Background: an optimization exercise with open tools, aiming at small area. Do not read the settings as production practice. Only simulation tests tie the RTL to the original design; equivalence was not proved. The flow treats the clock pin as an ideal source. Dropping or thinning the clock tree relies on that and would not hold on a real chip.

## before
Design TopGlove, start of the top module:
module TopGlove (
    input clk,
    input rst,
    input [1:0] sw,
    input btn_up,
    input btn_down,
    input btn_left,
    input btn_center,
    output gyro_cs,
    output gyro_sclk,
    output gyro_mosi,
    input  gyro_miso,
    output reg [15:0] LED,
    input       master_rts,
    output      master_rx,
    input       master_tx,
    output      master_cts
);
    wire up_p, down_p, left_p, center_p;
    DebouncePulse db_up(.clk(clk), .in(btn_up), .out(up_p));
    DebouncePulse db_down(.clk(clk), .in(btn_down), .out(down_p));
    DebouncePulse db_left(.clk(clk), .in(btn_left), .out(left_p));
    DebouncePulse db_center(.clk(clk), .in(btn_center), .out(center_p));
    assign master_cts = 0;
    wire [15:0] data_x, data_y, data_z;
    wire valid, update;
    PmodGYRO pgyro0 (
        .rst   (rst),
        .clk   (clk),
        .cs    (gyro_cs),
        .sclk  (gyro_sclk),
        .mosi  (gyro_mosi),
        .miso  (gyro_miso),
        .data_x(data_x),
        .data_y(data_y),
        .data_z(data_z),
        .valid (valid),
        .update(update)
    );
    reg [2:0] buffer [0:3];
    reg [1:0] head, tail;
    wire [1:0] head_inc = {head[0], ~head[1]};
    wire [1:0] tail_inc = {tail[0], ~tail[1]};
    reg       tb;       
    wire ready;
    wire pop = ready && !master_rts && head != tail;
    UART master (
        .rst  (rst),
        .clk  (clk),
        .pop  (pop),
        .code (buffer[head]),
        .ready(ready),
        .tx   (master_rx)
    );
    wire notfull = (tail == 2'b10) || (tail_inc != head);
    wire [4:0] g = tb ? data_z[15:11] : data_y[15:11];
    wire g_neg = g[4] & ~&g[3:0];    
    wire g_pos = ~g[4] & |g[3:1];    
    reg       push;
    reg [2:0] wcode;
    always @* begin
        push = 1'b1;
        if (left_p)        wcode = 3'd4;
        else if (center_p) wcode = 3'd5;
        else if (up_p)     wcode = 3'd6;
        else if (down_p)   wcode = 3'd7;
        else begin
            wcode = {1'b0, ~tb, g_pos};
  ...
For scale: about 480 cells after synthesis, roughly 180 flip-flops, roughly 32 I/O pins, ~6200 sq um of cells after synthesis.
Settings: LEC_CHECK=0, CAP_MARGIN=20, CORE_MARGIN=2, CORE_UTILIZATION=40, CTS_BUF_LIST=sky130_fd_sc_hd__clkbuf_8, GPL_TIMING_DRIVEN=0, SLEW_MARGIN=20; clock period 10.0 ns.
standard.sh (not shown) runs the stock make flow with config.mk's settings and CLKGATE_MAP_FILE= SYNTH_SCRIPT=/design/flow/synth_recipe.tcl, a recipe that flattens the netlist after the stock synthesis.
==> flow/flow/run.sh <==
#!/bin/bash
# The standard layout, with these changes:
#  - synthesis maps logic with an area-oriented ABC script (flow/area.abc)
#    in place of ORFS's speed script; everything else in synthesis is as
#    standard.sh runs it. Should ABC fail on it, synthesis is rerun with
#    flow/area_safe.abc, the same mapping without the don't-care passes;
#  - port buffers are sky130_fd_sc_hd__buf_1;
#  - the clock tree is built by flow/cts_tree.tcl (a root buffer driving
#    leaf buffers of at most CTS_TREE_MAX_SINKS flip-flops each) in place
#    of TritonCTS.
# Each step's full output is in the ORFS logs under orfs/logs; the make
# output of each call is in synth.log, synth_safe.log and standard.log.
set -uo pipefail
export CTS_TREE_NET=clk CTS_TREE_MAX_SINKS=18 CTS_TREE_LEAF=sky130_fd_sc_hd__clkbuf_8 CTS_TREE_ROOT=sky130_fd_sc_hd__clkbuf_4
W=$(pwd)
make_synth_script() {  # $1 = ABC script, $2 = output name
  sed "s#^  log_cmd abc {\*}\$abc_args#  set abc_args [lreplace \$abc_args 1 1 $1]\n  log_cmd abc {*}\$abc_args#" \
    "$FLOW_HOME/scripts/synth.tcl" > "$W/synth_$2.tcl"
  sed "s#source \$::env(SCRIPTS_DIR)/synth.tcl#source $W/synth_$2.tcl#" synth_recipe.tcl > "$W/synth_recipe_$2.tcl"
}
make_synth_script "$W/flow/area.abc" area
make_synth_script "$W/flow/area_safe.abc" safe
S="$W/synth_recipe_area.tcl"
if ! bash standard.sh "SYNTH_SCRIPT=$S" synth > synth.log 2>&1; then
  S="$W/synth_recipe_safe.tcl"
  bash standard.sh "SYNTH_SCRIPT=$S" synth > synth_safe.log 2>&1 || exit 1
fi
bash standard.sh "SYNTH_SCRIPT=$S" \
  "BUFFER_PORTS_ARGS=-buffer_cell sky130_fd_sc_hd__buf_1" \
  "PRE_CTS_TCL=$W/flow/cts_tree.tcl" \
  finish > standard.log 2>&1
Other scripts of this flow, unchanged in this note and not shown: flow/flow/area.abc, flow/flow/area_safe.abc, flow/flow/cts_tree.tcl
Modified inputs, after compared to before
Settings: GPL_TIMING_DRIVEN no longer set, was 0.
Notes after the runs:
- Final cell area: after below before
- [compare] base=before new=after: sum of buffers and inverters on the critical path did not really move, setup slack moved down.
No run of this note takes its clock network from TritonCTS; it comes from the design's own scripts or RTL.

what the ideal ports hide:
In the flow no input, the clock included, has a driving cell. The finished layouts below were timed again as built, in two steps.
Step 1 (the two cells are an assumption about what drives the block):
set clk [get_ports {clk}]
set_driving_cell -lib_cell sky130_fd_sc_hd__clkbuf_16 $clk
set_driving_cell -lib_cell sky130_fd_sc_hd__buf_2 [delete_from_list [all_inputs] $clk]
Step 2 also shifts input and output timing later by t, the mid clock arrival at the registers, as if the neighbouring blocks saw the same clock.
Slacks: ideal ports / drivers / drivers and shift; pairs: ideal ports / drivers.
run | shift t [ns] | setup WS [ns] | worst setup path at the end | slew at the worst register clock pin (ns) | pins driven straight from the clock port
before | 0.554 | 4.497 / 4.441 / 4.441 | input to output | 0.10 / 0.10 | 1
after | 0.554 | 4.399 / 4.346 / 4.346 | input to output | 0.11 / 0.11 | 1
After both steps every run listed still meets setup and hold. For before, which loses most, drivers alone change the setup slack by -0.056 ns; drivers and shift together by -0.056 ns.
